This design comes from an exercise in tuning for small area, a short achievable clock period and few clock cycles on the open sky130 flow, not from production work. In this exercise RTL edits were held to simulation tests only and were not proved equivalent to the original. No activity file was given, so power comes from the tool's default toggle rates.

==> flow/design.v (outline; a module is shown in full before it is edited, if it fits) <==
// module additional_alu: 220 lines
// module sign_unsign_mux: 7 lines
// module alu_cu: 119 lines
// module alu: 140 lines
// module coprocessor: 108 lines
// module core: 250 lines
// module decode: 341 lines
// module execute: 195 lines
// module fetch: 45 lines
// module hazard_cu: 83 lines
// module mem_access: 221 lines
// module mips_cu: 263 lines
// module register_file: 30 lines
// module shifter: 84 lines
// module wishbone: 29 lines
module core(i_clk, i_arst_n, i_int_source,
						i_instr_mem, o_instr_adr,
						o_wb_cyc, o_wb_stb, o_wb_sel, o_wb_we, o_wb_adr, o_wb_dat,
						i_wb_dat, i_wb_ack	);
  // ...
==> flow/run.sh <==
#!/bin/bash
# synth_recipe.tcl (not shown) runs the flow's synth.tcl, then flattens the netlist and writes it again
# the make line also repeats each setting of config.mk as NAME=value (left out here)
make -C /OpenROAD-flow-scripts/flow DESIGN_CONFIG=/design/flow/config.mk WORK_HOME=/design/flow/orfs CLKGATE_MAP_FILE= SYNTH_SCRIPT=/design/flow/synth_recipe.tcl finish
==> flow/config.mk <==
export PLATFORM = sky130hd
export DESIGN_NAME = core
export DESIGN_NICKNAME = core
export VERILOG_FILES = /design/flow/design.v
export SDC_FILE = /design/flow/constraint.sdc
export NUM_CORES = 8
export LEC_CHECK = 0
export CAP_MARGIN = 20
export CORE_MARGIN = 2
export CORE_UTILIZATION = 40
export SLEW_MARGIN = 20
==> flow/constraint.sdc <==
create_clock -name core_clock -period 9.0 [get_ports {i_clk}]
set_input_delay 1.8000 -clock core_clock [delete_from_list [all_inputs] [get_ports {i_clk}]]
set_output_delay 1.8000 -clock core_clock [all_outputs]
set_load 0.01 [all_outputs]
==> impl_metrics.env, run 1 <==
export IMPL_outcome="timing/DRC/antenna clean"
export IMPL_power_clock_fraction=0.146
export IMPL_synthMostInstantiatedCell="sky130_fd_sc_hd__edfxtp_1"
export IMPL_synth_compound_gate_area_share=0.1602
export IMPL_antenna_found_initial=35
export IMPL_multiInputCombCellCount=6585
export IMPL_nonClockInverterCount=164
export IMPL_swShare=0.5226
export IMPL_seq_power_share=0.254
export IMPL_placement_cell_area_um2=101800
export IMPL_global_route_usage_total=0.3358
export IMPL_largest_register="u_decode.u_register_file.registers"
export IMPL_p_leak_nw=39.06
export IMPL_die_w_um=495.5
export IMPL_worst_path_buf_inv=4
export IMPL_cts_path_max_buffers=3
export IMPL_topRoutingLayerUsed="met5"
export IMPL_holdCritPathClass="flop to flop"
export IMPL_timing_hold_violations_final=0
export IMPL_critical_path_max_stage_delay_ns=1.01
export IMPL_drc_errors=0
export IMPL_groute_layer_met1_usage=0.4232
export IMPL_cp_end_kind="flop"
export IMPL_cts_setup_buffers=0
export IMPL_path_clk_slew_ns=0.06
export IMPL_critical_path_top_delay_family="compound AO/OA/AOI/OAI gates"
export IMPL_clock_area_frac=0.05266
export IMPL_design_seq_count=1566
export IMPL_max_slew_margin=0.1576
export IMPL_cellPowerDensity_nw_per_um2=459.2
export IMPL_asyncSetResetFlopFracSynth=0.3665
export IMPL_grt_busiest_layer="met2"
export IMPL_n_all_buffers=456
export IMPL_post_synth_main_area_contributors="sky130_fd_sc_hd__edfxtp_1, sky130_fd_sc_hd__dfrtp_1, sky130_fd_sc_hd__mux4_2"
export IMPL_fp_coreArea_um2=240300
export IMPL_largest_reg_flops=992
export IMPL_p_clk_mw=7.20
export IMPL_power_combinational_mw=29.6
export IMPL_startpoint_type="flop"
export IMPL_area_growth_syn_to_layout_pct=11.28
export IMPL_final_common_cell="sky130_fd_sc_hd__edfxtp_1"
export IMPL_io_buffers=174
export IMPL_detailed_place_hpwl_um=295800
Testbench counts, summed over its fixed seeds: cycles 59,135.
==> module core, before the edit <==
module core(i_clk, i_arst_n, i_int_source,
						i_instr_mem, o_instr_adr,
						o_wb_cyc, o_wb_stb, o_wb_sel, o_wb_we, o_wb_adr, o_wb_dat,
						i_wb_dat, i_wb_ack	);
	parameter DATA_WIDTH        = 32;                   
	parameter INSTR_ADDR_WIDTH  = 32;                  
	parameter INSTR_WIDTH       = 32;
	parameter PC_WIDTH          = INSTR_ADDR_WIDTH - 2;  
	parameter REG_ADDR_WIDTH    = 5;
	parameter N_INTS 						= 9;
	input 									i_clk;
	input 									i_arst_n;
  input [N_INTS - 1 : 0] 	i_int_source;
	input [31 : 0] 					i_instr_mem;
	output [29 : 0] 				o_instr_adr;
	input	 							i_wb_ack;
	input [31 : 0] 			i_wb_dat;
	output 							o_wb_cyc;
	output 							o_wb_stb;
	output 							o_wb_we;
	output [3 : 0] 			o_wb_sel;
	output [31 : 0] 		o_wb_adr;
	output [31 : 0] 		o_wb_dat;
	wire                          stall_en;         
	wire [INSTR_WIDTH - 1 : 0]    instruction;      
  wire [PC_WIDTH - 1 : 0]       pc_fe;         
  wire [PC_WIDTH - 1 : 0]       inc_pc;        	  
	wire [PC_WIDTH - 1 : 0]       pc_jmp;           
	wire                          jmp_en;          
	wire                          beq_en;
  wire                          bne_en;
  wire                          sign_bit;
  wire                          nozero;
  wire                          branch_en;
	wire 	[INSTR_ADDR_WIDTH -1  : 0] pc_branch;
  wire [PC_WIDTH - 1 : 0]       pc_de;          
  wire [PC_WIDTH - 1 : 0]       pc_ex;
	wire [DATA_WIDTH - 1 : 0]     rdout_a;           
	wire [DATA_WIDTH - 1 : 0]     rdout_b;           
	wire [DATA_WIDTH - 1 : 0]     immediate;
	wire [REG_ADDR_WIDTH - 1 : 0] sa;                
	wire                          srs_alu_b;         
	wire [5 : 0] 									alu_ctrl;
	wire [DATA_WIDTH - 1 : 0]     alu_res;           
	wire [DATA_WIDTH - 1 : 0]     rdout_b_ex;        
	wire [DATA_WIDTH - 1 : 0]     dout_mem;          
	wire                          dw_en_de;
	wire                          dw_en_ex;
	wire                          dr_en_de;
	wire                          dr_en_ex;
	wire  [1 : 0]                 dsrs_out_de;
	wire  [1 : 0]                 dsrs_out_ex;
  wire  [2 : 0]                 dsel_width_de;
  wire  [2 : 0]                 dsel_width_ex;
	wire                          rw_en_de;	
	wire                          rw_en_ex;
	wire                          rw_en_ma;
	wire [REG_ADDR_WIDTH - 1 : 0] raddr_w_de;	
	wire [REG_ADDR_WIDTH - 1 : 0] raddr_w_ex;
	wire [REG_ADDR_WIDTH - 1 : 0] raddr_w_ma;
  wire                          wr_addr_data;          
  wire                          ovf_flag;              
  wire                          div_zero;              
  wire                          wr_instr;          
  wire                          wr_adr_instr;          
	wire 	[4 : 0] 								exceptions;
	wire 													delay_slot;				 
  wire                          ie_catch;             
  wire                          int_only; 					  
  wire [DATA_WIDTH - 1 : 0] copr_dout;
  wire [REG_ADDR_WIDTH - 1 : 0] copr_addr;
  wire                          rfe_en;
  wire                          copr_wen;
	wire 													stall_en_ex;
	wire 													sec_alu_en;
	wire [2 : 0]									sec_alu_op;
	wire 													sel_sec_alu;
	wire 													stall_en_ma;
	wire 													mem_data_we;
	wire 													mem_data_re;
	wire [3 : 0]									mem_data_sel;
	wire [29 : 0]									mem_data_adr;
	wire [31 : 0]									mem_data_din;
	wire [31 : 0]									mem_data_dout;
	wire 													mem_data_ack;
	assign exceptions = {div_zero, ovf_flag, wr_addr_data, wr_adr_instr, wr_instr};
	assign o_instr_adr = pc_fe;
	fetch #(
		.INSTR_ADDR_WIDTH ( INSTR_ADDR_WIDTH 	))
	 u_fetch(
		.i_clk						( i_clk 				), 
		.i_arst_n 				( i_arst_n			), 
		.i_jmp_en 			  ( jmp_en			  ),
		.i_pc_jmp 				( pc_jmp 				),
		.i_instr_mem 			( i_instr_mem 	),
		.i_ie_catch 			( ie_catch 			),
		.i_stall_en_de 		( stall_en 			),	
		.i_stall_en_ex 		( stall_en_ex	  ),	
		.i_stall_en_ma 		( stall_en_ma 	),	
		.o_inc_pc 		    ( inc_pc	    	),
    .o_pc_fe		      ( pc_fe      		), 
    .o_instruction 		( instruction 	));
	decode  #(
		.INSTR_ADDR_WIDTH	( INSTR_ADDR_WIDTH 	))
	 u_decode(
		.i_clk						( i_clk 				), 
		.i_arst_n 				( i_arst_n			), 
		.i_instruction  	( instruction 	),
  	.i_rw_en_wb 			( rw_en_ma 			), 
		.i_rdin 					( dout_mem 			),
		.i_raddr_w_wb 		( raddr_w_ma 		),
    .i_raddr_w_ma     ( raddr_w_ex    ),
    .i_rw_en_ex       ( rw_en_ex      ),
    .i_ie_catch      	( ie_catch     ),
    .o_wr_instr			  ( wr_instr 			),
    .o_wr_adr_instr		( wr_adr_instr	),
    .i_pc_fe       		( pc_fe      		),
    .o_copr_addr      ( copr_addr			),
    .o_copr_wen       ( copr_wen			),
    .o_rfe_en        	( rfe_en				),
    .i_branch_en      ( branch_en     ),
		.i_pc_branch 			( pc_branch 		),
    .o_beq_en         ( beq_en        ),
    .o_bne_en         ( bne_en        ),
    .o_nozero         ( nozero        ),
    .o_sign_bit       ( sign_bit      ),
    .o_pc_de       		( pc_de      		),
		.o_stall_en 			( stall_en			), 
		.o_rdout_a 				( rdout_a 			), 
		.o_rdout_b 				( rdout_b 			), 
		.o_ext_immediate	( immediate 		), 
		.o_sa 						( sa 						), 
		.o_srs_alu_b 			( srs_alu_b 		), 
		.o_alu_ctrl 			( alu_ctrl 			),
		.o_dw_en_de 			( dw_en_de 			), 
		.o_dr_en_de 			( dr_en_de 			), 
		.o_dsrs_out_de		( dsrs_out_de 	), 
    .o_dsel_width_de  ( dsel_width_de ),
		.o_pc_jmp 				( pc_jmp 				), 
		.o_jmp_en 			  ( jmp_en 				), 
		.o_raddr_w_de 		( raddr_w_de 		), 
		.o_rw_en_de 			( rw_en_de 			),
		.i_inc_pc 		    ( inc_pc	    	),
		.o_sec_alu_en			( sec_alu_en 		),
		.o_sec_alu_op			(	sec_alu_op		),
		.o_sel_sec_alu		( sel_sec_alu 	),
		.i_stall_en				( stall_en_ex | stall_en_ma 	));
	execute #(
		.INSTR_ADDR_WIDTH	( INSTR_ADDR_WIDTH   ))
	 u_execute(
		.i_clk						( i_clk 				), 
		.i_arst_n 				( i_arst_n			),
		.i_stall_en 			( stall_en_ma		), 
		.i_alu_ctrl 			( alu_ctrl 			), 
		.i_data_a 				( rdout_a 			), 
		.i_data_b 				( rdout_b 			), 
		.i_immediate 			( immediate 		),
		.i_sa 						( sa 						), 
		.i_srs_b 					( srs_alu_b 		),
		.o_alu_result 		( alu_res 			), 
		.o_dout_b 				( rdout_b_ex 		),
    .i_beq_en         ( beq_en        ),
    .i_bne_en         ( bne_en        ),
    .i_sign_bit       ( sign_bit      ),
    .i_nozero       	( nozero      ),
		.o_pc_branch 			( pc_branch 		),
    .o_branch_en      ( branch_en     ),
		.i_dw_en_de 			( dw_en_de 			), 
		.i_dr_en_de 			( dr_en_de 			), 
		.i_dsrs_out_de		( dsrs_out_de		), 
    .i_dsel_width_de  ( dsel_width_de ),
		.i_rw_en_de				( rw_en_de 			), 
		.i_raddr_w_de			( raddr_w_de 		),
		.o_dw_en_ex				( dw_en_ex 			), 
		.o_dr_en_ex				( dr_en_ex 			), 
		.o_dsrs_out_ex 		( dsrs_out_ex 	), 
    .o_dsel_width_ex  ( dsel_width_ex ),
		.o_rw_en_ex 			( rw_en_ex 			), 
		.o_raddr_w_ex 		( raddr_w_ex		),
    .i_pc_de       		( pc_de      		),
    .o_pc_ex       		( pc_ex      		),
		.i_sec_alu_en 		( sec_alu_en 		),
		.i_sec_alu_op 		(	sec_alu_op 		),
		.i_sel_sec_alu 		(	sel_sec_alu 	),
		.i_int_only 			( int_only 			),
		.o_delay_slot 		( delay_slot 		),
		.o_div_zero 			(	div_zero 			),
    .o_ovf_flag       ( ovf_flag      ),
    .o_wr_addr_data   ( wr_addr_data  ),
		.o_stall_en_ex		(	stall_en_ex		));
	mem_access #(
    .PC_WIDTH         ( PC_WIDTH           ))
	 u_mem_access(
		.i_clk						( i_clk 				), 
		.i_arst_n 				( i_arst_n			), 
		.i_dw_en 					( dw_en_ex 			),
		.i_dr_en 					( dr_en_ex 			),
		.i_daddr 					( alu_res 			), 
		.i_din 						( rdout_b_ex 		), 
    .i_copr_dout      ( copr_dout     ), 
		.i_dsrs_out 			( dsrs_out_ex 	),
    .i_dsel_width     ( dsel_width_ex ),
		.o_dout 					( dout_mem 			),
		.i_rw_en_ex 			( rw_en_ex 			),
		.i_raddr_w_ex			( raddr_w_ex 		),
		.o_rw_en_ma 			( rw_en_ma 			),
		.o_raddr_w_ma			( raddr_w_ma 		),
		.o_stall_en_ma 		( stall_en_ma 	),
		.o_adr						( mem_data_adr	),
		.o_sel						( mem_data_sel	),
		.o_we							( mem_data_we 	),
		.o_re							( mem_data_re		),
		.o_din						( mem_data_din 	),
		.i_dout						( mem_data_dout ),
		.i_ack						( mem_data_ack 	));
   coprocessor #( 
    .N_INTS         ( N_INTS           ))
    u_coprocessor(
    .i_clk            ( i_clk         ), 
    .i_arst_n         ( i_arst_n      ), 
    .i_en             ( copr_wen    	), 
    .i_address        ( copr_addr     ), 
    .i_din            ( rdout_b       ), 
		.i_rfe_en         ( rfe_en       	),
		.i_interrupts 		( i_int_source	),
		.i_delay_slot 		( delay_slot 		),
		.i_exceptions 		( exceptions 		),
    .i_pc		       		( pc_ex       	),    
    .o_dout           ( copr_dout     ), 
    .o_ie_catch 	    ( ie_catch     	),
    .o_int_only       ( int_only     	));
	 wishbone u_wishbone(
		.o_wb_cyc					( o_wb_cyc			), 
		.o_wb_stb					( o_wb_stb 			), 
		.o_wb_sel					( o_wb_sel 			), 
		.o_wb_we					( o_wb_we 			), 
		.o_wb_adr					( o_wb_adr 			), 
		.o_wb_dat					( o_wb_dat 			),
		.i_wb_dat					( i_wb_dat 			), 
		.i_wb_ack					( i_wb_ack 			),
		.i_clk						( i_clk					), 
		.i_arst_n					( i_arst_n			), 
		.i_adr						( mem_data_adr 	), 
		.i_we							( mem_data_we 	), 
		.i_re							( mem_data_re 	), 
		.i_din						( mem_data_din 	), 
		.i_sel						( mem_data_sel 	), 
		.o_dout						( mem_data_dout	), 
		.o_ack						( mem_data_ack 	));
endmodule
==> run 2: changes to the inputs <==
==> flow/design.v (replaced) <==
`timescale 1ns/1ps
module core(i_clk, i_arst_n, i_int_source,
            i_instr_mem, o_instr_adr,
            o_wb_cyc, o_wb_stb, o_wb_sel, o_wb_we, o_wb_adr, o_wb_dat,
            i_wb_dat, i_wb_ack);
  input         i_clk;
  input         i_arst_n;
  input  [8:0]  i_int_source;
  input  [31:0] i_instr_mem;
  output [29:0] o_instr_adr;
  input         i_wb_ack;
  input  [31:0] i_wb_dat;
  output        o_wb_cyc;
  output        o_wb_stb;
  output        o_wb_we;
  output [3:0]  o_wb_sel;
  output [31:0] o_wb_adr;
  output [31:0] o_wb_dat;
  reg  [29:0] pc;
  reg         ex_v;
  reg  [31:0] ex_a, ex_b;
  reg  [15:0] ex_imm;
  reg  [4:0]  ex_dest;
  reg         ex_wen, ex_lnkc;
  reg  [2:0]  ex_rsel;
  reg         ex_sub, ex_sgn, ex_ovfc;
  reg  [1:0]  ex_lop, ex_sop;
  reg         ex_svar;
  reg         ex_useimm, ex_sext, ex_lui;
  reg         ex_ld, ex_st;
  reg  [2:0]  ex_mt;
  reg         ex_beq, ex_bne, ex_blez, ex_bgtz, ex_bltz, ex_bgez, ex_cz;
  reg         ex_jmp, ex_jrc;
  reg         ex_mul, ex_div, ex_mdsgn, ex_mthi, ex_mtlo, ex_mdany, ex_hisel;
  reg         ex_mtc0, ex_rfe, ex_resv, ex_ds;
  reg  [29:0] ex_pc;
  reg         mw_req, mw_we, mw_wen, mw_ld;
  reg  [3:0]  mw_sel;
  reg  [31:0] mw_res, mw_dat;
  reg  [4:0]  mw_dest;
  reg  [2:0]  mw_mt;
  reg         mw_take;
  reg  [4:0]  st_exc;
  reg  [8:0]  st_int;
  reg  [14:0] cause;
  reg  [29:0] epc;
  reg         ie;
  reg  [8:0]  int_q, int_q2, pend;
  reg  [31:0] rf [1:31];
  wire freeze = mw_req & ~i_wb_ack;
  wire [31:0] ins = i_instr_mem;
  wire [5:0]  op  = ins[31:26];
  wire [4:0]  rs  = ins[25:21];
  wire [4:0]  rt  = ins[20:16];
  wire [4:0]  rd  = ins[15:11];
  wire [5:0]  fn  = ins[5:0];
  wire [29:0] pc_inc = pc + 30'd1;
  wire op_r     = op == 6'h00;
  wire op_regim = op == 6'h01;
  wire op_j     = op == 6'h02;
  wire op_jal   = op == 6'h03;
  wire op_beq   = op == 6'h04;
  wire op_bne   = op == 6'h05;
  wire op_blez  = op == 6'h06;
  wire op_bgtz  = op == 6'h07;
  wire op_addi  = op == 6'h08;
  wire op_addiu = op == 6'h09;
  wire op_slti  = op == 6'h0a;
  wire op_sltiu = op == 6'h0b;
  wire op_logi  = (op == 6'h0c) | (op == 6'h0d) | (op == 6'h0e);
  wire op_lui   = op == 6'h0f;
  wire op_cop0  = op == 6'h10;
  wire op_ld    = (op[5:3] == 3'b100) & (op[2:0] != 3'b111);
  wire op_st    = (op[5:3] == 3'b101) & ((op[2] == 1'b0) | (op[1:0] == 2'b10));
  wire f_sll  = fn == 6'h00, f_rotr = fn == 6'h01, f_srl = fn == 6'h02, f_sra = fn == 6'h03;
  wire f_sllv = fn == 6'h04, f_rotrv= fn == 6'h05, f_srlv= fn == 6'h06, f_srav= fn == 6'h07;
  wire f_shift = fn[5:3] == 3'b000;
  wire f_jr   = fn == 6'h08, f_jalr = fn == 6'h09;
  wire f_mfhi = fn == 6'h10, f_mthi = fn == 6'h11, f_mflo = fn == 6'h12, f_mtlo = fn == 6'h13;
  wire f_md   = fn[5:2] == 4'b0110;                        
  wire f_add  = fn[5:2] == 4'b1000;                        
  wire f_log  = fn[5:2] == 4'b1001;                        
  wire f_slt  = (fn == 6'h2a) | (fn == 6'h2b);
  wire c_mfc0 = op_cop0 & (rs == 5'd0);
  wire c_mtc0 = op_cop0 & (rs == 5'd4);
  wire c_rfe  = op_cop0 & (rs == 5'd16);
  wire rg_link = op_regim & rt[4];
  reg  [4:0] d_dest;
  reg        d_wen;
  always @* begin
    d_dest = rt;
    d_wen  = 1'b0;
    if (op_r) begin
      d_dest = rd;
      d_wen  = f_shift | f_jalr | f_mfhi | f_mflo | f_add | f_log | f_slt;
    end else if (op_jal | rg_link) begin
      d_dest = 5'd31;
      d_wen  = op_jal;
    end else
      d_wen = op_addi | op_addiu | op_slti | op_sltiu | op_logi | op_lui | op_ld | c_mfc0;
  end
  wire d_wen_nz = d_wen & (d_dest != 5'd0);
  wire d_lnkc   = rg_link;
  reg [2:0] d_rsel;
  always @* begin
    d_rsel = 3'd0;
    if (op_r) begin
      if (f_shift)               d_rsel = 3'd3;
      else if (f_log)            d_rsel = 3'd2;
      else if (f_slt)            d_rsel = 3'd1;
      else if (f_jalr)           d_rsel = 3'd5;
      else if (f_mfhi | f_mflo)  d_rsel = 3'd6;
    end else if (op_slti | op_sltiu) d_rsel = 3'd1;
    else if (op_logi)            d_rsel = 3'd2;
    else if (op_lui)             d_rsel = 3'd4;
    else if (op_jal | op_regim)  d_rsel = 3'd5;
    else if (op_cop0)            d_rsel = 3'd7;
  end
  wire d_sub   = (op_r & (f_add & fn[1] | f_slt)) | op_slti | op_sltiu;
  wire d_sgn   = (op_r & ((f_add & ~fn[0]) | (fn == 6'h2a))) | op_addi | op_slti;
  wire d_ovfc  = (op_r & f_add & ~fn[0]) | op_addi;
  wire [1:0] d_lop = op_r ? fn[1:0] : op[1:0];
  wire [1:0] d_sop = fn[1:0];
  wire d_svar  = fn[2];
  wire d_useimm = ~op_r & ~op_beq & ~op_bne & ~op_blez & ~op_bgtz & ~op_regim;
  wire d_sext  = ~op_logi;
  wire d_lui   = op_lui;
  wire d_cz    = op_blez | op_bgtz | op_regim;
  wire d_jmp   = op_j | op_jal | (op_r & (f_jr | f_jalr));
  wire d_jrc   = op_r & (f_jr | f_jalr);
  wire d_mul   = op_r & f_md & ~fn[1];
  wire d_div   = op_r & f_md & fn[1];
  wire d_mdany = op_r & (f_md | f_mfhi | f_mthi | f_mflo | f_mtlo);
  wire d_resv  = ~(op_r | op_regim | op_j | op_jal | op_beq | op_bne | op_blez | op_bgtz |
                   op_addi | op_addiu | op_slti | op_sltiu | op_logi | op_lui |
                   c_mfc0 | c_mtc0 | c_rfe | op_ld | op_st);
  wire d_uses_rt = op_r | op_beq | op_bne | op_st | (op_ld & (op[1:0] == 2'b10)) | op_cop0;
  wire d_bj    = d_jmp | op_beq | op_bne | op_blez | op_bgtz | op_regim;
  wire        ex_wfin;          
  wire [31:0] ex_res;
  wire [31:0] mw_wdata;
  wire [31:0] rf_a = (rs == 5'd0) ? 32'd0 : rf[rs];
  wire [31:0] rf_b = (rt == 5'd0) ? 32'd0 : rf[rt];
  wire fa_ex = ex_wfin & (rs == ex_dest);
  wire fb_ex = ex_wfin & (rt == ex_dest);
  wire fa_mw = mw_wen & (rs == mw_dest);
  wire fb_mw = mw_wen & (rt == mw_dest);
  wire [31:0] byp_a = fa_ex ? ex_res : fa_mw ? mw_wdata : rf_a;
  wire [31:0] byp_b = fb_ex ? ex_res : fb_mw ? mw_wdata : rf_b;
  wire [31:0] d_a   = (op_j | op_jal) ? {pc_inc[29:26], ins[25:0], 2'b00} : byp_a;
  wire ld_stall = ex_v & ex_ld & ex_wen & ((rs == ex_dest) | (d_uses_rt & (rt == ex_dest)));
  wire [31:0] immx = ex_lui ? {ex_imm, 16'd0} : {{16{ex_sext & ex_imm[15]}}, ex_imm};
  wire [31:0] opb  = ex_useimm ? immx : ex_b;
  wire [32:0] add_x = {ex_sgn & ex_a[31], ex_a};
  wire [32:0] add_y = {ex_sgn & opb[31], opb} ^ {33{ex_sub}};
  wire [32:0] sum   = add_x + add_y + {32'd0, ex_sub};
  wire        ovf   = sum[32] ^ sum[31];
  reg [31:0] logic_r;
  always @* begin
    case (ex_lop)
      2'd0: logic_r = ex_a & opb;
      2'd1: logic_r = ex_a | opb;
      2'd2: logic_r = ex_a ^ opb;
      default: logic_r = ~(ex_a | opb);
    endcase
  end
  wire [4:0]  samt = ex_svar ? ex_a[4:0] : ex_imm[10:6];
  wire        s_left = ex_sop == 2'd0;
  reg  [31:0] sh_hi;
  always @* begin
    case (ex_sop)
      2'd0: sh_hi = ex_b;                        
      2'd1: sh_hi = ex_b;                        
      2'd2: sh_hi = 32'd0;                       
      default: sh_hi = {32{ex_b[31]}};           
    endcase
  end
  wire [62:0] sh_in  = s_left ? {ex_b, 31'd0} : {sh_hi[30:0], ex_b};
  wire [4:0]  sh_n   = s_left ? ~samt : samt;
  wire [62:0] sh_out = sh_in >> sh_n;
  wire [31:0] md_out;
  reg [31:0] cp0_r;
  always @* begin
    case (ex_imm[15:11])
      5'd12: cp0_r = {17'd0, st_int, 1'b0, st_exc};
      5'd13: cp0_r = {17'd0, cause};
      5'd14: cp0_r = {epc, 2'b00};
      default: cp0_r = 32'd0;
    endcase
  end
  wire [31:0] link = {pc_inc, 2'b00};
  reg [31:0] res;
  always @* begin
    case (ex_rsel)
      3'd0: res = sum[31:0];
      3'd1: res = {31'd0, sum[32]};
      3'd2: res = logic_r;
      3'd3: res = sh_out[31:0];
      3'd4: res = opb;
      3'd5: res = link;
      3'd6: res = md_out;
      default: res = cp0_r;
    endcase
  end
  assign ex_res = res;
  wire [31:0] cmp_b = ex_b & {32{~ex_cz}};
  wire        eq    = (ex_a == cmp_b);
  wire        taken = ex_beq & eq | ex_bne & ~eq | ex_blez & (ex_a[31] | eq) |
                      ex_bgtz & ~ex_a[31] & ~eq | ex_bltz & ex_a[31] | ex_bgez & ~ex_a[31];
  wire        redirect = ex_v & (taken | ex_jmp);
  wire [29:0] br_tgt = pc + {{14{ex_imm[15]}}, ex_imm};
  wire [29:0] tgt    = ex_jmp ? ex_a[31:2] : br_tgt;
  wire        md_busy;
  wire        a_lo_bad = (ex_mt == 3'b001) & sum[0] | (ex_mt == 3'b011) & (sum[1] | sum[0]);
  wire        b_zero   = ex_b == 32'd0;
  wire [4:0]  exc = {ex_div & b_zero, ex_ovfc & ovf, (ex_ld | ex_st) & a_lo_bad,
                     ex_jrc & (ex_a[1] | ex_a[0]), ex_resv};
  wire        fault    = |exc;
  wire        ex_stall = ex_v & ex_mdany & md_busy;
  wire        take_exc = ex_v & ~mw_take & ie & |(exc & st_exc);
  wire        take_int = ex_v & ~mw_take & ie & |pend;
  wire        take     = (take_exc | take_int) & ~freeze;
  wire        ex_ok    = ex_v & ~mw_take & ~take_int;      
  assign ex_wfin = ex_v & (ex_wen | ex_lnkc & taken) & ~fault;
  wire md_go   = ex_ok & ~fault & ~freeze & ~md_busy;
  wire md_start = md_go & (ex_mul | ex_div);
  wire md_wrhi  = md_go & ex_mthi;
  wire md_wrlo  = md_go & ex_mtlo;
  wire [1:0] a_lo  = sum[1:0];
  wire [1:0] rot   = a_lo + {1'b0, ex_mt == 3'b010};        
  reg  [31:0] st_d;
  always @* begin
    case (rot)
      2'd0: st_d = ex_b;
      2'd1: st_d = {ex_b[23:0], ex_b[31:24]};
      2'd2: st_d = {ex_b[15:0], ex_b[31:16]};
      default: st_d = {ex_b[7:0], ex_b[31:8]};
    endcase
  end
  reg [3:0] sel;
  always @* begin
    case (ex_mt)
      3'b000, 3'b100: sel = 4'b0001 << a_lo;
      3'b001, 3'b101: sel = a_lo[1] ? 4'b1100 : 4'b0011;
      3'b010:         sel = (a_lo == 2'd0) ? 4'b0001 : (a_lo == 2'd1) ? 4'b0011 :
                            (a_lo == 2'd2) ? 4'b0111 : 4'b1111;
      3'b110:         sel = (a_lo == 2'd0) ? 4'b1111 : (a_lo == 2'd1) ? 4'b1110 :
                            (a_lo == 2'd2) ? 4'b1100 : 4'b1000;
      default:        sel = 4'b1111;
    endcase
  end
  wire [1:0] m_a   = mw_res[1:0];
  wire [1:0] m_rot = (mw_mt[1:0] == 2'b01) ? {m_a[1], 1'b0} : m_a + {1'b0, mw_mt == 3'b010};
  reg  [31:0] m_r;
  always @* begin
    case (m_rot)
      2'd0: m_r = i_wb_dat;
      2'd1: m_r = {i_wb_dat[7:0], i_wb_dat[31:8]};
      2'd2: m_r = {i_wb_dat[15:0], i_wb_dat[31:16]};
      default: m_r = {i_wb_dat[23:0], i_wb_dat[31:24]};
    endcase
  end
  reg [31:0] ld_v;
  always @* begin
    case (mw_mt)
      3'b000: ld_v = {{24{m_r[7]}}, m_r[7:0]};
      3'b100: ld_v = {24'd0, m_r[7:0]};
      3'b001: ld_v = {{16{m_r[15]}}, m_r[15:0]};
      3'b101: ld_v = {16'd0, m_r[15:0]};
      3'b010: ld_v = (m_a == 2'd0) ? {m_r[31:24], mw_dat[23:0]} :
                     (m_a == 2'd1) ? {m_r[31:16], mw_dat[15:0]} :
                     (m_a == 2'd2) ? {m_r[31:8],  mw_dat[7:0]}  : m_r;
      3'b110: ld_v = (m_a == 2'd0) ? m_r :
                     (m_a == 2'd1) ? {mw_dat[31:24], m_r[23:0]} :
                     (m_a == 2'd2) ? {mw_dat[31:16], m_r[15:0]} : {mw_dat[31:8], m_r[7:0]};
      default: ld_v = m_r;
    endcase
  end
  assign mw_wdata = mw_ld ? ld_v : mw_res;
  assign o_wb_cyc = mw_req;
  assign o_wb_stb = mw_req;
  assign o_wb_we  = mw_we;
  assign o_wb_sel = mw_sel;
  assign o_wb_adr = {2'b00, mw_res[31:2]};
  assign o_wb_dat = mw_dat;
  assign o_instr_adr = pc;
  always @(posedge i_clk)
    if (mw_wen) rf[mw_dest] <= mw_wdata;
  wire fd_go = ~freeze & ~mw_take & ~ex_stall & ~ld_stall;
  always @(posedge i_clk, negedge i_arst_n) begin
    if (!i_arst_n) begin
      pc <= 30'd0;
      ex_v <= 1'b0;
      mw_req <= 1'b0;
      mw_wen <= 1'b0;
      mw_take <= 1'b0;
    end else begin
      if (mw_take)    pc <= 30'd2;
      else if (fd_go) pc <= redirect ? tgt : pc_inc;
      if (mw_take) ex_v <= 1'b0;
      else if (~freeze & ~ex_stall) ex_v <= ~ld_stall;
      if (mw_take) begin
        mw_req <= 1'b0;
        mw_wen <= 1'b0;
      end else if (~freeze) begin
        mw_req <= ex_ok & ~fault & (ex_ld | ex_st);
        mw_wen <= ex_ok & ~ex_stall & ex_wfin;
      end
      mw_take <= take;
    end
  end
  always @(posedge i_clk) begin
    if (fd_go) begin
      ex_a <= d_a;
      ex_b <= byp_b;
      ex_imm <= ins[15:0];
      ex_dest <= d_dest;
      ex_wen <= d_wen_nz;
      ex_lnkc <= d_lnkc;
      ex_rsel <= d_rsel;
      ex_sub <= d_sub;
      ex_sgn <= d_sgn;
      ex_ovfc <= d_ovfc;
      ex_lop <= d_lop;
      ex_sop <= d_sop;
      ex_svar <= d_svar;
      ex_useimm <= d_useimm;
      ex_sext <= d_sext;
      ex_lui <= d_lui;
      ex_ld <= op_ld;
      ex_st <= op_st;
      ex_mt <= op[2:0];
      ex_beq <= op_beq;
      ex_bne <= op_bne;
      ex_blez <= op_blez;
      ex_bgtz <= op_bgtz;
      ex_bltz <= op_regim & ~rt[0];
      ex_bgez <= op_regim & rt[0];
      ex_cz <= d_cz;
      ex_jmp <= d_jmp;
      ex_jrc <= d_jrc;
      ex_mul <= d_mul;
      ex_div <= d_div;
      ex_mdsgn <= ~fn[0];
      ex_mthi <= op_r & f_mthi;
      ex_mtlo <= op_r & f_mtlo;
      ex_mdany <= d_mdany;
      ex_hisel <= ~fn[1];
      ex_mtc0 <= c_mtc0;
      ex_rfe <= c_rfe;
      ex_resv <= d_resv;
      ex_ds <= ex_v & ex_jmp | ex_v & (ex_beq | ex_bne | ex_blez | ex_bgtz | ex_bltz | ex_bgez);
      ex_pc <= pc;
    end
  end
  always @(posedge i_clk) begin
    if (~freeze) begin
      mw_we <= ex_st;
      mw_ld <= ex_ld;
      mw_sel <= sel;
      mw_res <= res;
      mw_dat <= (ex_st ? st_d : ex_b);
      mw_dest <= ex_dest;
      mw_mt <= ex_mt;
    end
  end
  wire cp_go = ex_ok & ~freeze;
  always @(posedge i_clk, negedge i_arst_n) begin
    if (!i_arst_n) begin
      st_exc <= 5'h1f;
      st_int <= 9'h1ff;
      cause <= 15'd0;
      epc <= 30'd0;
      ie <= 1'b1;
      int_q <= 9'd0;
      int_q2 <= 9'd0;
      pend <= 9'd0;
    end else begin
      int_q <= i_int_source;
      int_q2 <= int_q;
      if (take_int) pend <= int_q & ~int_q2 & st_int;
      else          pend <= pend | (int_q & ~int_q2 & st_int);
      if (take) begin
        ie <= 1'b0;
        epc <= ex_pc;
        cause <= {take_int ? pend : 9'd0, ex_ds, exc & st_exc & {5{ie}}};
      end else begin
        if (cp_go & ex_rfe) ie <= 1'b1;
        if (cp_go & ex_mtc0 & (ex_imm[15:11] == 5'd12)) begin
          st_int <= ex_b[14:6];
          st_exc <= ex_b[4:0];
        end
        if (cp_go & ex_mtc0 & (ex_imm[15:11] == 5'd13))
          cause <= ex_b[14:0];
      end
    end
  end
  reg         md_bsy;
  reg  [5:0]  md_cnt;
  reg         md_isdiv, md_lead;
  reg  [31:0] hi, lo, bm;
  reg         f_sa, f_sb, f_d;
  assign md_busy = md_bsy;
  wire        s_a = ex_mdsgn & ex_a[31];
  wire        s_b = ex_mdsgn & ex_b[31];
  wire [31:0] mag_a = (ex_a ^ {32{s_a}}) + {31'd0, s_a};
  wire [31:0] mag_b = (ex_b ^ {32{s_b}}) + {31'd0, s_b};
  wire [32:0] md_x  = md_isdiv ? {hi, lo[31]} : {1'b0, hi};
  wire [32:0] md_y  = md_isdiv ? ~{1'b0, bm} : (lo[0] ? {1'b0, bm} : 33'd0);
  wire [33:0] md_s  = {1'b0, md_x} + {1'b0, md_y} + {33'd0, md_isdiv};
  wire        md_ge = md_s[33];                            
  wire skip8 = md_lead & (lo[31:24] == 8'd0) & (md_cnt[5:3] != 3'd0);
  wire skip4 = md_lead & (lo[31:28] == 4'd0);
  always @(posedge i_clk, negedge i_arst_n) begin
    if (!i_arst_n) begin
      md_bsy <= 1'b0;
      md_cnt <= 6'd0;
      md_isdiv <= 1'b0;
      md_lead <= 1'b0;
      hi <= 32'd0;
      lo <= 32'd0;
      bm <= 32'd0;
      f_sa <= 1'b0;
      f_sb <= 1'b0;
      f_d <= 1'b0;
    end else if (md_start) begin
      md_bsy <= 1'b1;
      md_cnt <= 6'd32;
      md_isdiv <= ex_div;
      md_lead <= ex_div;
      hi <= 32'd0;
      lo <= mag_a;
      bm <= mag_b;
      f_sa <= s_a;
      f_sb <= s_b;
      f_d <= ex_div;
    end else if (md_bsy) begin
      if (md_isdiv) begin
        if (skip8) begin
          lo <= {lo[23:0], 8'd0};
          md_cnt <= md_cnt - 6'd8;
          md_bsy <= md_cnt != 6'd8;
        end else if (skip4) begin
          lo <= {lo[27:0], 4'd0};
          md_cnt <= md_cnt - 6'd4;
          md_bsy <= md_cnt != 6'd4;
        end else begin
          md_lead <= 1'b0;
          hi <= md_ge ? md_s[31:0] : {hi[30:0], lo[31]};
          lo <= {lo[30:0], md_ge};
          md_cnt <= md_cnt - 6'd1;
          md_bsy <= md_cnt != 6'd1;
        end
      end else begin
        hi <= md_s[32:1];
        lo <= {md_s[0], lo[31:1]};
        md_cnt <= md_cnt - 6'd1;
        md_bsy <= md_cnt != 6'd1;
      end
    end else begin
      if (md_wrhi) hi <= ex_a;
      if (md_wrlo) lo <= ex_a;
    end
  end
  wire        lo_zero = lo == 32'd0;
  wire        md_neg  = ex_hisel ? (f_d ? f_sa : f_sa ^ f_sb) : (f_sa ^ f_sb);
  wire        md_cin  = md_neg & (~ex_hisel | f_d | lo_zero);
  wire [31:0] md_x2   = ex_hisel ? hi : lo;
  assign md_out = (md_x2 ^ {32{md_neg}}) + {31'd0, md_cin};
endmodule
==> run 2 against run 1 <==
Compared with the run above:
- still clean on timing, DRC and antenna
- cell count decreased by 14%
- synthesized cell count decreased by 17%
- core utilization increased by 0.26 points
- critical endpoint is now ex_b[5]
==> impl_metrics.env, run 2 <==
export IMPL_gpl_final_weighted_congestion=1.060
export IMPL_worst_setup_path_type="flop to flop"
export IMPL_holdCritPathClass="flop to flop"
export IMPL_cp_end_kind="flop"
export IMPL_post_synth_main_area_contributors="sky130_fd_sc_hd__edfxtp_1, sky130_fd_sc_hd__mux4_2, sky130_fd_sc_hd__dfrtp_1"
export IMPL_timing_final_crit_share=0.8051
export IMPL_synthMostInstantiatedCell="sky130_fd_sc_hd__edfxtp_1"
export IMPL_worstPathArrival_ns=7.80
export IMPL_critical_path_max_stage_delay_ns=0.87
export IMPL_cell_accounting_for_the_most_synthesized_area="sky130_fd_sc_hd__edfxtp_1"
export IMPL_yosys_mux_area_fraction=0.2067
export IMPL_placement_cell_area_um2=94370
export IMPL_synth_top_family_by_area="multiplexers"
export IMPL_die_w_um=475.7
export IMPL_post_synth_cell_area_avg_um2=11.77
export IMPL_worstPathRequired_ns=9.55
export IMPL_synthFlopType="sky130_fd_sc_hd__edfxtp_1"
export IMPL_drc_errors=0
export IMPL_num_rows=173
export IMPL_fin_hold_ws_ns=0.3759
export IMPL_p_leak_nw=35.33
export IMPL_preCtsSetupSlack_ns=2.025
export IMPL_fp_coreArea_um2=221700
export IMPL_yosys_warning_total=1
export IMPL_synth_top_area_frac=0.4126
export IMPL_drt_first_pass_iters=9
export IMPL_aggregate_negative_setup_slack_ns=0
export IMPL_timing_max_transition_violations_final=0
export IMPL_area_growth_syn_to_layout_pct=12.10
export IMPL_fmax_ghz=0.1380
export IMPL_ctsHoldBuffers=0
export IMPL_post_cts_resized=0
export IMPL_final_setup_skew_ns=0.07063
export IMPL_pin_count_of_the_biggest_net_entering_global_routing=143
export IMPL_synth_common_cells="sky130_fd_sc_hd__edfxtp_1, sky130_fd_sc_hd__nor2_1, sky130_fd_sc_hd__a21oi_1"
export IMPL_synth_seq_cells=1451
export IMPL_cap_viol_max_count=0
export IMPL_swShare=0.5008
export IMPL_io_buffers=174
export IMPL_final_area_um2=99770
export IMPL_cp_cell_sequence="clkinv_1 -> buf_4 -> or3_1 -> o21ai_0 -> xor2_1 -> fa_1 -> a211oi_2 -> o211ai_1 -> a221oi_4 -> a31oi_4 -> a31oi_4 -> o31ai_1 -> xnor2_1 -> xnor3_2 -> a211oi_2 -> and2_2 -> mux2_2"
export IMPL_outcome="timing/DRC/antenna clean"
export IMPL_crit_start="ex_useimm"
export IMPL_final_antenna_net_count=0
export IMPL_startpoint_type="flop"
export IMPL_dieArea_um2=226300
export IMPL_r2r_end="ex_b[5]"
export IMPL_worstPathMaxFanout=40
export IMPL_timing_hold_violations_final=0
export IMPL_critPathCapture="ex_b[5]"
export IMPL_worstMarginPinSlew_ns=1.298
export IMPL_clock_latency_on_the_worst_skew_pair_ns=0.87
export IMPL_wl_met2_um=164800
export IMPL_cts_path_max_buffers=3
export IMPL_wire_length_on_met1_um=131200
export IMPL_drt_vias_per_instance=6.448
export IMPL_yosys_area_share_xor_xnor=0.03700
export IMPL_topRoutingLayerUsed="met5"
export IMPL_layout_setup_ws_ns=1.755
export IMPL_synth_yosys_seq_area_share=0.4769
export IMPL_synth_fa_ha_area_frac=0.02536
export IMPL_fin_crit_ns=7.245
export IMPL_max_vdd_ir_drop_mv=0.3796
export IMPL_synthDistinctLibCells=107
export IMPL_slowest_stage="sky130_fd_sc_hd__edfxtp_1"
export IMPL_met3RoutedLength_um=31470
export IMPL_largest_register="rf"
export IMPL_global_route_usage_total=0.3088
export IMPL_largest_reg_flops=992
export IMPL_drive_above_1_share=0.1745
export IMPL_final_common_cell="sky130_fd_sc_hd__edfxtp_1"
export IMPL_final_cell_mix="sky130_fd_sc_hd__edfxtp_1, sky130_fd_sc_hd__nor2_1, sky130_fd_sc_hd__a21oi_1, sky130_fd_sc_hd__mux4_2, sky130_fd_sc_hd__nand2_1"
export IMPL_finalSetupViolations=0
export IMPL_cts_inserted_buffers=157
export IMPL_cellPowerDensity_nw_per_um2=443.7
export IMPL_synth_compound_gate_area_share=0.1296
export IMPL_drt_total_wl_um=355900
export IMPL_path_clk_slew_ns=0.07
export IMPL_routed_wire_length_per_instance_um=33.58
export IMPL_die_height_um=475.7
export IMPL_setup_reg_to_reg_worst_slack_ns=1.75
export IMPL_io_pins=177
export IMPL_asyncSetResetFlopFracSynth=0.1571
export IMPL_grt_setup_unrepaired="no"
export IMPL_cts_tree="built"
export IMPL_cell_internal_pwr_mw=22.10
export IMPL_cts_sinks=1451
export IMPL_number_of_nets_in_the_layout=7747
export IMPL_synthSimpleGateAreaFrac=0.08585
export IMPL_grt_overflow_total=0
export IMPL_seq_power_share=0.260
export IMPL_power_clock_fraction=0.153
export IMPL_detail_route_iter0_violations=8819
export IMPL_antenna_found_initial=17
export IMPL_netlist_area_um2=89000
export IMPL_vias_in_the_first_global_route=65910
export IMPL_cts_setup_buffers=0
export IMPL_total_switching_power_mw=22.17
export IMPL_share_comb_of_total_power=0.587
export IMPL_finish_utilization=0.4501
export IMPL_detailed_place_hpwl_um=242000
export IMPL_vias=68340
export IMPL_launch_instance_of_the_worst_register_to_register_path="ex_useimm"
export IMPL_fillCellCount=20190
export IMPL_synth_edff_count=1223
export IMPL_initial_core_utilization=0.4015
export IMPL_clk_root_buffer_cell="sky130_fd_sc_hd__clkbuf_16"
export IMPL_wire_length_of_the_first_global_routing_pass_um=495900
export IMPL_r2r_cells=17
export IMPL_max_slew_margin=0.1311
export IMPL_htree_num_levels=4
export IMPL_post_synth_inst_count=7562
==> run 2: cell types whose count changed after synthesis, moves of 80 or more <==
cell / previous run / this run
sky130_fd_sc_hd__clkbuf_1: 551 / 471
sky130_fd_sc_hd__dfrtp_1: 559 / 213
sky130_fd_sc_hd__edfxtp_1: 992 / 1223
sky130_fd_sc_hd__inv_1: 147 / 229
sky130_fd_sc_hd__mux2i_1: 538 / 409
sky130_fd_sc_hd__mux4_2: 355 / 568
sky130_fd_sc_hd__nand2_1: 947 / 554
sky130_fd_sc_hd__nor2_1: 745 / 619
sky130_fd_sc_hd__nor3_1: 186 / 73
sky130_fd_sc_hd__o211ai_1: 237 / 88
sky130_fd_sc_hd__o21ai_0: 575 / 480
==> run 2: cells by family after synthesis <==
| kind of cell | Yosys count |
|---|---|
| multiplexers | 1111 |
| XOR/XNOR | 371 |
| AND/OR/NAND/NOR | 1699 |
| buffers and inverters | 884 |
| adder cells (fa/ha/maj) | 178 |
| flip-flops | 1451 |
| other | 1 |
| AO/OA/AOI/OAI | 1867 |
==> run 2: worst max-delay path: cells and delay by family, from the launching register on <==
family	cells	cell delay, ns
AO/OA/AOI/OAI	8	2.33
adder cells (fa/ha/maj)	1	0.49
XOR/XNOR	3	1.19
flip-flops	1	0.87
AND/OR/NAND/NOR	2	1.14
buffers and inverters	2	0.45
multiplexers	1	0.43
==> run 2: through the flow <==
stage	cells	total power, mW
finish	10600	44.27
global route	10590	46.08
CTS	10590	43.59
detailed placement	10310	36.75
global placement	10310	36.54
floorplan	7563	26.69
==> run 2: layout make-up <==
| class | instances | area, um2 | area share |
|---|---|---|---|
| clock buffer | 197 | 4160 | 0.04170 |
| antenna | 6 | 15.01 | 0.0001505 |
| sequential | 1451 | 42460 | 0.4256 |
| timing repair buffer | 413 | 3625 | 0.03633 |
| tap | 2975 | 3722 | 0.03731 |
| multi-input combinational | 5228 | 43650 | 0.4376 |
| inverter | 242 | 910.9 | 0.009130 |
| clock inverter | 86 | 1225 | 0.01228 |
==> run 2: worst min path at each step <==
stage / startpoint / to / cells past startpoint
3_3_place_gp: int_q[3] / int_q2[3] / 0
4_1_cts: int_q[3] / int_q2[3] / 0
6_report: int_q[3] / int_q2[3] / 0
2_1_floorplan: int_q[0] / int_q2[0] / 0
3_5_place_dp: int_q[3] / int_q2[3] / 0
5_1_grt: int_q[3] / int_q2[3] / 0
==> run 2: routing by layer <==
metal / up-vias / global-route usage
li1: 28920 / -
met1: 34700 / 0.3819
met2: 3742 / 0.4890
met3: 961 / 0.06279
met4: 18 / 0.2081
met5: - / 0
==> run 2: power by group through the flow <==
| stage | Clock, mW | Sequential, mW | Combinational [mW] |
|---|---|---|---|
| after floorplan | 0 | 10.7 | 15.9 |
| after global routing | 7.11 | 11.6 | 27.4 |
| final | 6.77 | 11.5 | 26.0 |
| after global placement | 0 | 11.6 | 25.0 |
| after detailed placement | 0 | 11.6 | 25.2 |
| after CTS | 6.85 | 11.5 | 25.3 |
Testbench counts of run 2, summed over its fixed seeds: cycles 25,834.
==> run 3: changes to the inputs <==
--- a/flow/design.v
+++ b/flow/design.v
@@ -33,5 +33,5 @@
   reg         ex_jmp, ex_jrc;
   reg         ex_mul, ex_div, ex_mdsgn, ex_mthi, ex_mtlo, ex_mdany, ex_hisel;
-  reg         ex_mtc0, ex_rfe, ex_resv, ex_ds;
+  reg         ex_mtc0, ex_rfe, ex_resv, ex_ds, ex_nofwd;
   reg  [29:0] ex_pc;
   reg         mw_req, mw_we, mw_wen, mw_ld;
@@ -140,8 +140,17 @@
   wire [31:0] ex_res;
   wire [31:0] mw_wdata;
-  wire [31:0] rf_a = (rs == 5'd0) ? 32'd0 : rf[rs];
-  wire [31:0] rf_b = (rt == 5'd0) ? 32'd0 : rf[rt];
-  wire fa_ex = ex_wfin & (rs == ex_dest);
-  wire fb_ex = ex_wfin & (rt == ex_dest);
+  reg [31:0] rf_a, rf_b;
+  integer k;
+  always @* begin
+    rf_a = 32'd0;
+    rf_b = 32'd0;
+    for (k = 1; k < 32; k = k + 1) begin
+      rf_a = rf_a | (rf[k] & {32{rs == k}});
+      rf_b = rf_b | (rf[k] & {32{rt == k}});
+    end
+  end
+  wire ex_fwd = ex_v & (ex_wen | ex_lnkc & (ex_a[31] ^ ex_bgez)) & ~ex_nofwd;
+  wire fa_ex = ex_fwd & (rs == ex_dest);
+  wire fb_ex = ex_fwd & (rt == ex_dest);
   wire fa_mw = mw_wen & (rs == mw_dest);
   wire fb_mw = mw_wen & (rt == mw_dest);
@@ -149,5 +158,5 @@
   wire [31:0] byp_b = fb_ex ? ex_res : fb_mw ? mw_wdata : rf_b;
   wire [31:0] d_a   = (op_j | op_jal) ? {pc_inc[29:26], ins[25:0], 2'b00} : byp_a;
-  wire ld_stall = ex_v & ex_ld & ex_wen & ((rs == ex_dest) | (d_uses_rt & (rt == ex_dest)));
+  wire ld_stall = ex_v & ex_nofwd & ex_wen & ((rs == ex_dest) | (d_uses_rt & (rt == ex_dest)));
   wire [31:0] immx = ex_lui ? {ex_imm, 16'd0} : {{16{ex_sext & ex_imm[15]}}, ex_imm};
   wire [31:0] opb  = ex_useimm ? immx : ex_b;
@@ -329,4 +338,5 @@
       ex_lui <= d_lui;
       ex_ld <= op_ld;
+      ex_nofwd <= op_ld | d_ovfc;
       ex_st <= op_st;
       ex_mt <= op[2:0];
@@ -412,4 +422,6 @@
   wire skip8 = md_lead & (lo[31:24] == 8'd0) & (md_cnt[5:3] != 3'd0);
   wire skip4 = md_lead & (lo[31:28] == 4'd0);
+  always @(posedge i_clk)
+    if (md_start) bm <= mag_b;
   always @(posedge i_clk, negedge i_arst_n) begin
     if (!i_arst_n) begin
@@ -420,5 +432,4 @@
       hi <= 32'd0;
       lo <= 32'd0;
-      bm <= 32'd0;
       f_sa <= 1'b0;
       f_sb <= 1'b0;
@@ -431,5 +442,4 @@
       hi <= 32'd0;
       lo <= mag_a;
-      bm <= mag_b;
       f_sa <= s_a;
       f_sb <= s_b;
==> run 3 against run 2 <==
Compared with the run above:
- clock skew rose by 0.0097 ns
- register-to-register slack improved by 0.50 ns
- clock-buffer cell count fell by 15
- critical path depth did not move
- clock power rose by 2%
- sequential share of layout area rose by 1.8 points
- critical path type unchanged
- critical endpoint is now epc[16]
==> impl_metrics.env, run 3 <==
export IMPL_post_synth_inst_count=7904
export IMPL_post_synth_main_area_contributors="sky130_fd_sc_hd__edfxtp_1, sky130_fd_sc_hd__dfrtp_1, sky130_fd_sc_hd__a22oi_1"
export IMPL_startpoint_type="flop"
export IMPL_vias_in_the_first_global_route=72710
export IMPL_die_w_um=462.6
export IMPL_htree_num_levels=4
export IMPL_drc_errors=0
export IMPL_synth_common_cells="sky130_fd_sc_hd__edfxtp_1, sky130_fd_sc_hd__nor2_1, sky130_fd_sc_hd__clkbuf_1"
export IMPL_vias=78840
export IMPL_timing_final_crit_share=0.7496
export IMPL_initial_core_utilization=0.4019
export IMPL_hold_depth=0
export IMPL_fp_coreArea_um2=209400
export IMPL_max_slew_margin=0.1301
export IMPL_antenna_found_initial=31
export IMPL_num_rows=168
export IMPL_worstPathArrival_ns=7.47
export IMPL_global_route_usage_total=0.3870
export IMPL_drt_first_pass_iters=14
export IMPL_ctsHoldBuffers=0
export IMPL_slowest_stage="sky130_fd_sc_hd__inv_1"
export IMPL_finalSetupViolations=0
export IMPL_cp_cell_sequence="inv_1 -> or3_1 -> a21boi_0 -> xnor2_1 -> inv_1 -> fa_1 -> nand2b_1 -> a21oi_1 -> o31a_1 -> nand3_1 -> nand2_1 -> a221oi_1 -> o211ai_1 -> a21boi_1 -> o21ai_2 -> inv_2 -> mux2_1"
export IMPL_multi_input_comb_area_um2=39090
export IMPL_drt_total_wl_um=433100
export IMPL_cell_accounting_for_the_most_synthesized_area="sky130_fd_sc_hd__edfxtp_1"
export IMPL_final_cell_mix="sky130_fd_sc_hd__edfxtp_1, sky130_fd_sc_hd__nand2_1, sky130_fd_sc_hd__nor2_1, sky130_fd_sc_hd__a22oi_1, sky130_fd_sc_hd__a21oi_1"
export IMPL_worstPathRequired_ns=9.73
export IMPL_clk_root_buffer_cell="sky130_fd_sc_hd__clkbuf_16"
export IMPL_drt_vias_per_instance=7.257
export IMPL_cts_setup_buffers=0
export IMPL_grt_setup_unrepaired="no"
export IMPL_pin_count_of_the_biggest_net_entering_global_routing=153
export IMPL_drive_above_1_share=0.1144
export IMPL_die_height_um=462.6
export IMPL_timing_hold_violations_final=0
export IMPL_synth_top_area_frac=0.4482
export IMPL_cts_inserted_buffers=157
export IMPL_routed_wire_length_per_instance_um=39.86
export IMPL_synthFlopType="sky130_fd_sc_hd__edfxtp_1"
export IMPL_detail_route_iter0_violations=16710
export IMPL_detailed_place_hpwl_um=279000
export IMPL_p_leak_nw=34.04
export IMPL_synthMostInstantiatedCell="sky130_fd_sc_hd__edfxtp_1"
export IMPL_netlist_area_um2=84140
export IMPL_dieArea_um2=214000
export IMPL_synth_yosys_seq_area_share=0.5068
export IMPL_worst_setup_path_type="flop to flop"
export IMPL_cap_viol_max_count=0
export IMPL_final_common_cell="sky130_fd_sc_hd__edfxtp_1"
export IMPL_gpl_final_weighted_congestion=1.021
export IMPL_critical_path_max_stage_delay_ns=0.82
export IMPL_final_seq_area_um2=42650
export IMPL_largest_register="rf"
export IMPL_clock_latency_on_the_worst_skew_pair_ns=0.88
export IMPL_fmax_ghz=0.1482
export IMPL_number_of_nets_in_the_layout=8165
export IMPL_path_clk_slew_ns=0.06
export IMPL_fin_crit_ns=6.746
export IMPL_critical_path_top_cell_by_count="sky130_fd_sc_hd__inv_1"
export IMPL_final_antenna_net_count=0
export IMPL_synth_seq_cells=1452
export IMPL_final_setup_skew_ns=0.08030
export IMPL_max_vdd_ir_drop_mv=0.5446
export IMPL_io_pins=177
export IMPL_synthDistinctLibCells=111
export IMPL_area_growth_syn_to_layout_pct=14.18
export IMPL_worstMarginPinSlew_ns=1.295
export IMPL_aggregate_negative_setup_slack_ns=0
export IMPL_fillCellCount=19300
export IMPL_post_cts_resized=0
export IMPL_r2r_cells=17
export IMPL_post_synth_cell_area_avg_um2=10.65
export IMPL_grt_overflow_total=0
export IMPL_wire_length_of_the_first_global_routing_pass_um=585300
export IMPL_cts_sinks=1452
export IMPL_io_buffers=174
export IMPL_yosys_warning_total=1
export IMPL_asyncSetResetFlopFracSynth=0.1350
export IMPL_worstPathMaxFanout=45
export IMPL_cp_end_kind="flop"
export IMPL_power_mw=43.04
export IMPL_timing_max_transition_violations_final=0
export IMPL_synth_edff_count=1256
export IMPL_cts_tree="built"
export IMPL_largest_reg_flops=992
export IMPL_outcome="timing/DRC/antenna clean"
export IMPL_cellPowerDensity_nw_per_um2=448.0
export IMPL_cts_path_max_buffers=3
export IMPL_holdCritPathClass="flop to flop"
[run 3: power by group]
group	total, mW	internal [mW]	switching, mW
clock network	6.91	3.87	3.04
logic	24.6	7.98	16.6
registers	11.6	9.97	1.58
total	43.0	21.8	21.2
[run 3: layer usage]
layer	share of wire	track usage	vias up	wire, um
met1	0.33	0.4514	37900	144600
met3	0.14	0.1466	2379	62200
met2	0.42	0.5657	7579	181100
met5	0.00083	0.01092	-	361
li1	-	-	30950	-
met4	0.10	0.3144	30	44810
[run 3: per-stage QoR]
| step | setup WS, ns | util | hold slack, ns | instances | area [um2] |
|---|---|---|---|---|---|
| 2_1_floorplan | 1.212 | - | 0.3535 | 7905 | 84150 |
| 3_3_place_gp | 2.587 | 0.4323 | 0.3746 | 10550 | 90500 |
| 3_5_place_dp | 2.516 | 0.4325 | 0.3686 | 10550 | 90540 |
| 4_1_cts | 2.500 | 0.4585 | 0.3879 | 10850 | 95990 |
| 5_1_grt | 1.964 | 0.4588 | 0.4028 | 10850 | 96050 |
| 6_report | 2.254 | 0.4589 | 0.3878 | 10860 | 96080 |
[run 3: worst max-delay path: cells and delay by family, from the launching register on]
family                     cells  cell delay, ns
adders and majority gates      1            0.38
muxes                          1            0.50
buffers and inverters          3            1.53
xor gates and xnor gates       1            0.20
DFF                            1            0.56
AOI/OAI and AO/OA              7            2.56
and+or+nand+nor                4            0.82
[run 3: worst paths after layout]
kind | startpoint | to | slack (ns)
setup / recovery | ex_useimm | epc[16] | 2.25
hold / removal | int_q[3] | int_q2[3] | 0.39
setup reg to reg | ex_useimm | epc[16] | 2.25
hold reg to reg | int_q[3] | int_q2[3] | 0.39
max in group asynchronous | i_arst_n | f_d | 6.62
min in group asynchronous | i_arst_n | int_q[1] | 0.91
[run 3: cell type report]
| cell class | instances | share of cell area |
|---|---|---|
| antenna | 15 | 0.0003907 |
| clock buffer | 182 | 0.04283 |
| clock inverter | 111 | 0.01391 |
| inverter | 234 | 0.009220 |
| multi-input combinational | 5558 | 0.4069 |
| sequential | 1452 | 0.4439 |
| tap | 2805 | 0.03653 |
| timing repair buffer | 507 | 0.04636 |
[run 3: cells by family after synthesis]
kind of cell,count (synthesis),share of synthesized area
mux,407,0.05413
fa+ha+maj,179,0.02697
buf+inv,895,0.04192
flops,1452,0.5068
compound gates,2651,0.2221
other cells,1,0.00004457
xor+xnor,321,0.03404
simple gates,1998,0.1140
Testbench counts of run 3, summed over its fixed seeds: cycles 25,834.

-- re-timing with driven ports --
How much do the figures lean on ideal ports? The routed layouts below were timed once more, with nothing changed but the port constraints.
Step 1, drivers: a clkbuf_16 drives i_clk and a buf_2 each remaining input, both assumed.
Step 2 adds t to the input delays and takes it off the output delays; t is the mean of the earliest and latest rising clock arrival at the registers after step 1. Input paths then give back, and output paths get back, about the clock's delay inside the block.
Three values: ideal, step 1, step 2; two values: the first two.
run	shift t [ns]	setup WS [ns]	hold WS [ns]
run 1	0.935	1.087 / 1.087 / 1.087	0.464 / 0.464 / 0.464
run 2	0.932	1.755 / 1.755 / 1.755	0.376 / 0.376 / 0.376
run 3	0.939	2.254 / 2.254 / 2.107	0.388 / 0.388 / 0.388
After both steps setup and hold are still met in every run listed. The setup slack of run 3, which loses most, moves by 0.000 ns with the drivers and by -0.147 ns with both steps.
